This is an optimization exercise on Yosys and OpenROAD, whose aim is small area and a short achievable clock period, not a production implementation. Only simulation tests tie the RTL to the original design; equivalence was not proved.

==> run H: inputs <==
// fixed_point_alu
module fixed_point_alu (
    input clk,
    input rst,
    input [1:0] op,           
    input signed [15:0] a,    
    input signed [15:0] b,    
    output reg signed [23:0] out,   
    output reg overflow       
);
==> module fixed_point_alu, before the edit <==
module fixed_point_alu (
    input clk,
    input rst,
    input [1:0] op,           
    input signed [15:0] a,    
    input signed [15:0] b,    
    output reg signed [23:0] out,   
    output reg overflow       
);
    localparam Q8_MAX_POS = 16'sh7FFF;    
    localparam Q8_MAX_NEG = 16'sh8000;    
    localparam Q16_MAX_POS = 24'sh7FFFFF;  
    localparam Q16_MAX_NEG = 24'sh800000;  
    reg signed [31:0] mul_result;   
    reg signed [23:0] add_sub_result;
    always @(posedge clk or posedge rst) begin
        if (rst) begin
            out <= 0;
            overflow <= 0;
        end else begin
            case (op)
                2'b00: begin
                    add_sub_result = a + b;
                    if ((a > 0 && b > 0 && add_sub_result < 0) || 
                        (a < 0 && b < 0 && add_sub_result > 0)) begin
                        overflow <= 1;
                        out <= (a[15] == 1) ? Q16_MAX_NEG : Q16_MAX_POS;
                    end else begin
                        overflow <= 0;
                        out <= { {8{add_sub_result[15]}}, add_sub_result };  
                    end
                end
                2'b01: begin
                    add_sub_result = a - b;
                    if ((a > 0 && b < 0 && add_sub_result < 0) || 
                        (a < 0 && b > 0 && add_sub_result > 0)) begin
                        overflow <= 1;
                        out <= (a[15] == 1) ? Q16_MAX_NEG : Q16_MAX_POS;
                    end else begin
                        overflow <= 0;
                        out <= { {8{add_sub_result[15]}}, add_sub_result };  
                    end
                end
               2'b10: begin
    mul_result = a * b;   
    if ($signed(mul_result[31:8]) > $signed(Q16_MAX_POS)) begin
        overflow <= 1;
        out <= Q16_MAX_POS;
    end else if ($signed(mul_result[31:8]) < $signed(Q16_MAX_NEG)) begin
        overflow <= 1;
        out <= Q16_MAX_NEG;
    end else begin
        overflow <= 0;
        out <= mul_result[31:8];   
    end
end
                2'b11: begin
                    if (b == 0) begin   
                        overflow <= 1;
                        out <= (a[15] == 1) ? Q16_MAX_NEG : Q16_MAX_POS;
                    end else begin
                        out <= (a << 8) / b;
                        overflow <= 0;
                    end
                end
                default: begin
                    out <= 0;
                    overflow <= 0;
                end
            endcase
        end
    end
endmodule
make LEC_CHECK=0 CAP_MARGIN=20 CORE_MARGIN=2 CORE_UTILIZATION=40 SLEW_MARGIN=20 finish   # period 60.0 ns
run.sh (not shown) runs the stock make flow with config.mk's settings and CLKGATE_MAP_FILE= SYNTH_SCRIPT=/design/flow/synth_recipe.tcl, a recipe that flattens the netlist after the stock synthesis.
==> inputs of run G, as changes to run H <==
==> flow/design.v (replaced) <==
module fixed_point_alu (
    input clk,
    input rst,
    input [1:0] op,
    input signed [15:0] a,
    input signed [15:0] b,
    output signed [23:0] out,
    output overflow
);
    localparam K = 12;    
    wire [16:0] sum  = {a[15], a} + {b[15], b};
    wire [16:0] diff = {a[15], a} - {b[15], b};
    wire signed [31:0] prod = a * b;
    wire [15:0] na = a[15] ? -a : a;    
    wire [15:0] nb = b[15] ? -b : b;    
    wire [23:0] N = {na, 8'd0};
    wire [14:0] r [0:24];
    wire [23:0] q1;
    assign r[24] = 15'd0;
    genvar j;
    generate
        for (j = 23; j >= 24 - K; j = j - 1) begin : row1
            localparam integer WP = (24 - j) < 16 ? (24 - j) : 16;
            localparam integer WR = (24 - j) < 15 ? (24 - j) : 15;
            wire [WP-1:0] p;
            if (WP == 1) begin : p1
                assign p = N[j];
            end else begin : pn
                assign p = {r[j+1][WP-2:0], N[j]};
            end
            wire [WP:0] t = {1'b0, p} - {1'b0, nb[WP-1:0]};
            wire hi_zero;
            if (WP < 16) begin : hz
                assign hi_zero = ~|nb[15:WP];
            end else begin : hz1
                assign hi_zero = 1'b1;
            end
            assign q1[j] = hi_zero & ~t[WP];
            wire [WP-1:0] rn = q1[j] ? t[WP-1:0] : p;
            if (WR < 15) begin : rz
                assign r[j] = {{(15-WR){1'b0}}, rn[WR-1:0]};
            end else begin : rf
                assign r[j] = rn[14:0];
            end
        end
    endgenerate
    reg [1:0]  op_r;
    reg [23:0] res_r;       
    reg [15:0] d_r;         
    reg [15-K:0] n_r;       
    reg [14:0] rem_r;       
    reg sgn_r, neg_r, bz_r;
    always @(posedge clk or posedge rst) begin
        if (rst) begin
            op_r <= 2'd0;
            res_r <= 24'd0;
        end else begin
            op_r <= op;
            case (op)
                2'b00: res_r <= {{7{sum[16]}}, sum};
                2'b01: res_r <= {{7{diff[16]}}, diff};
                2'b10: res_r <= prod[31:8];
                default: res_r <= {q1[23:24-K], {(24-K){1'b0}}};
            endcase
        end
    end
    always @(posedge clk) begin
        d_r <= nb;
        n_r <= na[15-K:0];
        rem_r <= r[24-K];
        sgn_r <= a[15] ^ b[15];
        neg_r <= a[15];
        bz_r <= (b == 16'd0);
    end
    wire [14:0] s [0:24];
    wire [23:0] q;
    assign q[23:24-K] = res_r[23:24-K];
    assign s[24-K] = rem_r;
    wire [23:0] N2 = {{K{1'b0}}, n_r, 8'd0};
    generate
        for (j = 23 - K; j >= 0; j = j - 1) begin : row2
            localparam integer WP = (24 - j) < 16 ? (24 - j) : 16;
            localparam integer WR = (24 - j) < 15 ? (24 - j) : 15;
            wire [WP-1:0] p = {s[j+1][WP-2:0], N2[j]};
            wire [WP:0] t = {1'b0, p} - {1'b0, d_r[WP-1:0]};
            wire hi_zero;
            if (WP < 16) begin : hz
                assign hi_zero = ~|d_r[15:WP];
            end else begin : hz1
                assign hi_zero = 1'b1;
            end
            assign q[j] = hi_zero & ~t[WP];
            wire [WP-1:0] rn = q[j] ? t[WP-1:0] : p;
            if (WR < 15) begin : rz
                assign s[j] = {{(15-WR){1'b0}}, rn[WR-1:0]};
            end else begin : rf
                assign s[j] = rn[14:0];
            end
        end
    endgenerate
    wire [23:0] qs = sgn_r ? -q : q;
    wire div = (op_r == 2'b11);
    assign out = !div ? res_r : bz_r ? (neg_r ? 24'h800000 : 24'h7FFFFF) : qs;
    assign overflow = div & bz_r;
endmodule
ABC_AREA = 1   (was default)
==> impl_results.md <==
- Pre-antenna DRT Iters: 5
- Vias: roughly 26000
- Seq_cells: between 60 and 70
- Fmax: roughly 24 MHz
- Status: complete, no violations
- Synthesized area per cell: between 6 and 7 µm²
- NonClk Buf Share: ~3.2%
- Register clock-pin slew on the reported worst setup and hold paths: about 0.060 ns
The numbers above come from run G.

==> impl_results.md <==
- Status: complete, no violations
- Crit Path Class: input pin to flop
- Worst slew margin: between 30 and 40%
- CTS Buf Count: 3
- Pre-antenna DRT Iters: 6
- Synth Area in XOR/XNOR: slightly above 8%
- Synthesized area per cell: between 7 and 8 µm²
- IO Count: 61
- Largest delay share family, worst path: compound AO/OA/AOI/OAI gates
- Register clock-pin slew on the reported worst setup and hold paths: ~0.10 ns
- Seq_cells: 25
- Vias: around 31000
- Fmax: between 15 and 20 MHz
- NonClk Buf Share: between 8 and 9%
- M1 wire length: around 49000 µm
The numbers above come from run H.



==> inputs of v21 <==
fixed_point_alu, a different RTL version from the one above (not shown whole).
export LEC_CHECK = 0
export ABC_AREA = 1
export CAP_MARGIN = 20
export CORE_MARGIN = 2
export CORE_UTILIZATION = 40
export SLEW_MARGIN = 20
create_clock -name core_clock -period 60.0 [get_ports {clk}]
standard.sh (not shown) runs the stock make flow with config.mk's settings and CLKGATE_MAP_FILE= SYNTH_SCRIPT=/design/flow/synth_recipe.tcl, a recipe that flattens the netlist after the stock synthesis.
==> flow/flow/run.sh <==
#!/bin/bash
# The standard layout (standard.sh), with timing repair asked for more setup
# slack than the clock needs, so that it sizes up the critical paths.
export SETUP_SLACK_MARGIN=32
export BUFFER_PORTS_ARGS="-buffer_cell sky130_fd_sc_hd__buf_2"
bash standard.sh > standard.log 2>&1
==> inputs of v13, as changes to v21 <==
--- a/flow/config.mk
+++ b/flow/config.mk
@@ -8,5 +8,5 @@
 export ABC_AREA = 1
 export CAP_MARGIN = 20
 export CORE_MARGIN = 2
-export CORE_UTILIZATION = 40
+export CORE_UTILIZATION = 50
 export SLEW_MARGIN = 20
==> inputs of v8, as changes to v21 <==
==> flow/flow/run.sh (replaced) <==
#!/bin/bash
# The standard layout (standard.sh), with timing repair asked for more setup
# slack than the clock needs, so that it sizes up the critical paths.
export SETUP_SLACK_MARGIN=30
export BUFFER_PORTS_ARGS="-buffer_cell sky130_fd_sc_hd__buf_2"
bash standard.sh > standard.log 2>&1
==> qor summary <==
metric	v13	v21	v8
Status	no timing/DRC/antenna violations	no timing/DRC/antenna violations	no timing/DRC/antenna violations
Total routing usage reported by global routing	31.0%	23.6%	23.6%
Fraction of area in clock buffers and inverters	0.600%	0.603%	0.628%
Share of the core filled with cells in the final layout	53.6%	42.4%	40.7%
Placement Setup Slack	30.77 ns	31.30 ns	31.30 ns
Critical Path Source	cin_r$_DFF_P_	b[15]	b[0]
WP data arrival	14.79 ns	26.85 ns	28.45 ns
Stage delay of the slowest cell on the critical path	0.40 ns	0.37 ns	0.97 ns
Register share of the cell area	4.43%	4.44%	4.62%
Post-route worst setup slack	33.21 ns	33.38 ns	31.72 ns
Die Area	0.0504 mm2	0.0627 mm2	0.0627 mm2
M3 GR Usage	3.14%	1.92%	1.92%
Buf/Inv on CP	9	15	12
Setup Crit Path Kind	reg -> out	in -> reg	in -> reg
WHS	11.76 ns	11.68 ns	11.68 ns
Post-route clock period utilization	44.7%	44.4%	47.1%
Post-detailed-routing wire length	81.4 mm	78.0 mm	75.5 mm


==> v34: inputs <==
fixed_point_alu, a different RTL version from the one above (not shown whole).
Settings: LEC_CHECK=0, ABC_AREA=1, CAP_MARGIN=20, CORE_MARGIN=2, CORE_UTILIZATION=40, SLEW_MARGIN=20; clock period 60.0 ns.
==> flow/flow/run.sh <==
#!/bin/bash
# The standard layout (standard.sh), with timing repair asked for more setup
# slack than the clock needs, so that it sizes up the critical paths.
export SETUP_SLACK_MARGIN=32
export BUFFER_PORTS_ARGS="-buffer_cell sky130_fd_sc_hd__buf_2"
bash standard.sh > standard.log 2>&1
==> v14: changes against v34 <==
==> flow/flow/run.sh (replaced) <==
#!/bin/bash
# The standard layout (standard.sh), with timing repair asked for more setup
# slack than the clock needs, so that it sizes up the critical paths.
export SETUP_SLACK_MARGIN=0
export BUFFER_PORTS_ARGS="-buffer_cell sky130_fd_sc_hd__buf_2"
bash standard.sh > standard.log 2>&1
==> qor summary <==
Result of the run: v34 complete, no violations; v14 complete, no violations
Met3 wire length: v34 5.28 mm; v14 5.28 mm
Highest clock rate: v34 0.0376 GHz; v14 0.0352 GHz
#MultiIn Comb: v34 3,482; v14 3,473
Slew at the pin with the worst max-slew slack: v34 0.989 ns; v14 0.995 ns
Area of all sequential standard cells: v34 1110 µm²; v14 1110 µm²
Fraction of area in multi-input gates: v34 79.0%; v14 79.1%
Cell area after layout: v34 25,500 µm²; v14 25,100 µm²
Setup slack of the critical path after layout: v34 33.37 ns; v14 31.58 ns
Total length of routed met2 wires: v34 40.8 mm; v14 39.8 mm
Peak fanout along the critical path: v34 21; v14 36
Count of nets after finishing: v34 4,500; v14 4,479
Tmin final: v34 26.63 ns; v14 28.42 ns

separate check: timing with driven ports:
Ports are ideal in the flow. The routed layouts listed here were re-timed in OpenROAD. Step 1: set_driving_cell puts a clkbuf_16 on clk and a buf_2 on each other input, an assumption about the parent block. Step 2 also shifts input and output timing later by t, the mid clock arrival at the registers, as if the neighbouring blocks saw the same clock. a / b / c = no drivers / after step 1 / after step 2; a / b = the first two.
run	t, ns	slack for setup (ns)	hold WS [ns]	clock arrival spread, ns	slew at the worst register clock pin (ns)
run H	0.353	1.873 / 1.905 / 1.552	12.073 / 12.045 / 12.398	0.021 / 0.021	0.10 / 0.10
run G	0.370	18.409 / 18.367 / 18.738	12.235 / 12.214 / 12.584	0.007 / 0.007	0.06 / 0.06
v21	0.339	33.377 / 33.401 / 33.062	11.680 / 11.661 / 12.000	0.006 / 0.006	0.07 / 0.07
v13	0.349	33.206 / 33.164 / 33.102	11.760 / 11.738 / 12.087	0.008 / 0.008	0.07 / 0.07
v8	0.341	31.721 / 31.745 / 31.405	11.678 / 11.657 / 11.998	0.005 / 0.005	0.07 / 0.07
v34	0.348	33.370 / 33.313 / 33.292	11.705 / 11.667 / 12.015	0.007 / 0.007	0.07 / 0.07
v14	0.349	31.582 / 31.524 / 31.873	11.708 / 11.669 / 12.018	0.006 / 0.006	0.07 / 0.07
After both steps every run listed still meets setup and hold. For run H, which loses most, drivers alone change the setup slack by +0.032 ns; drivers and shift together by -0.321 ns.
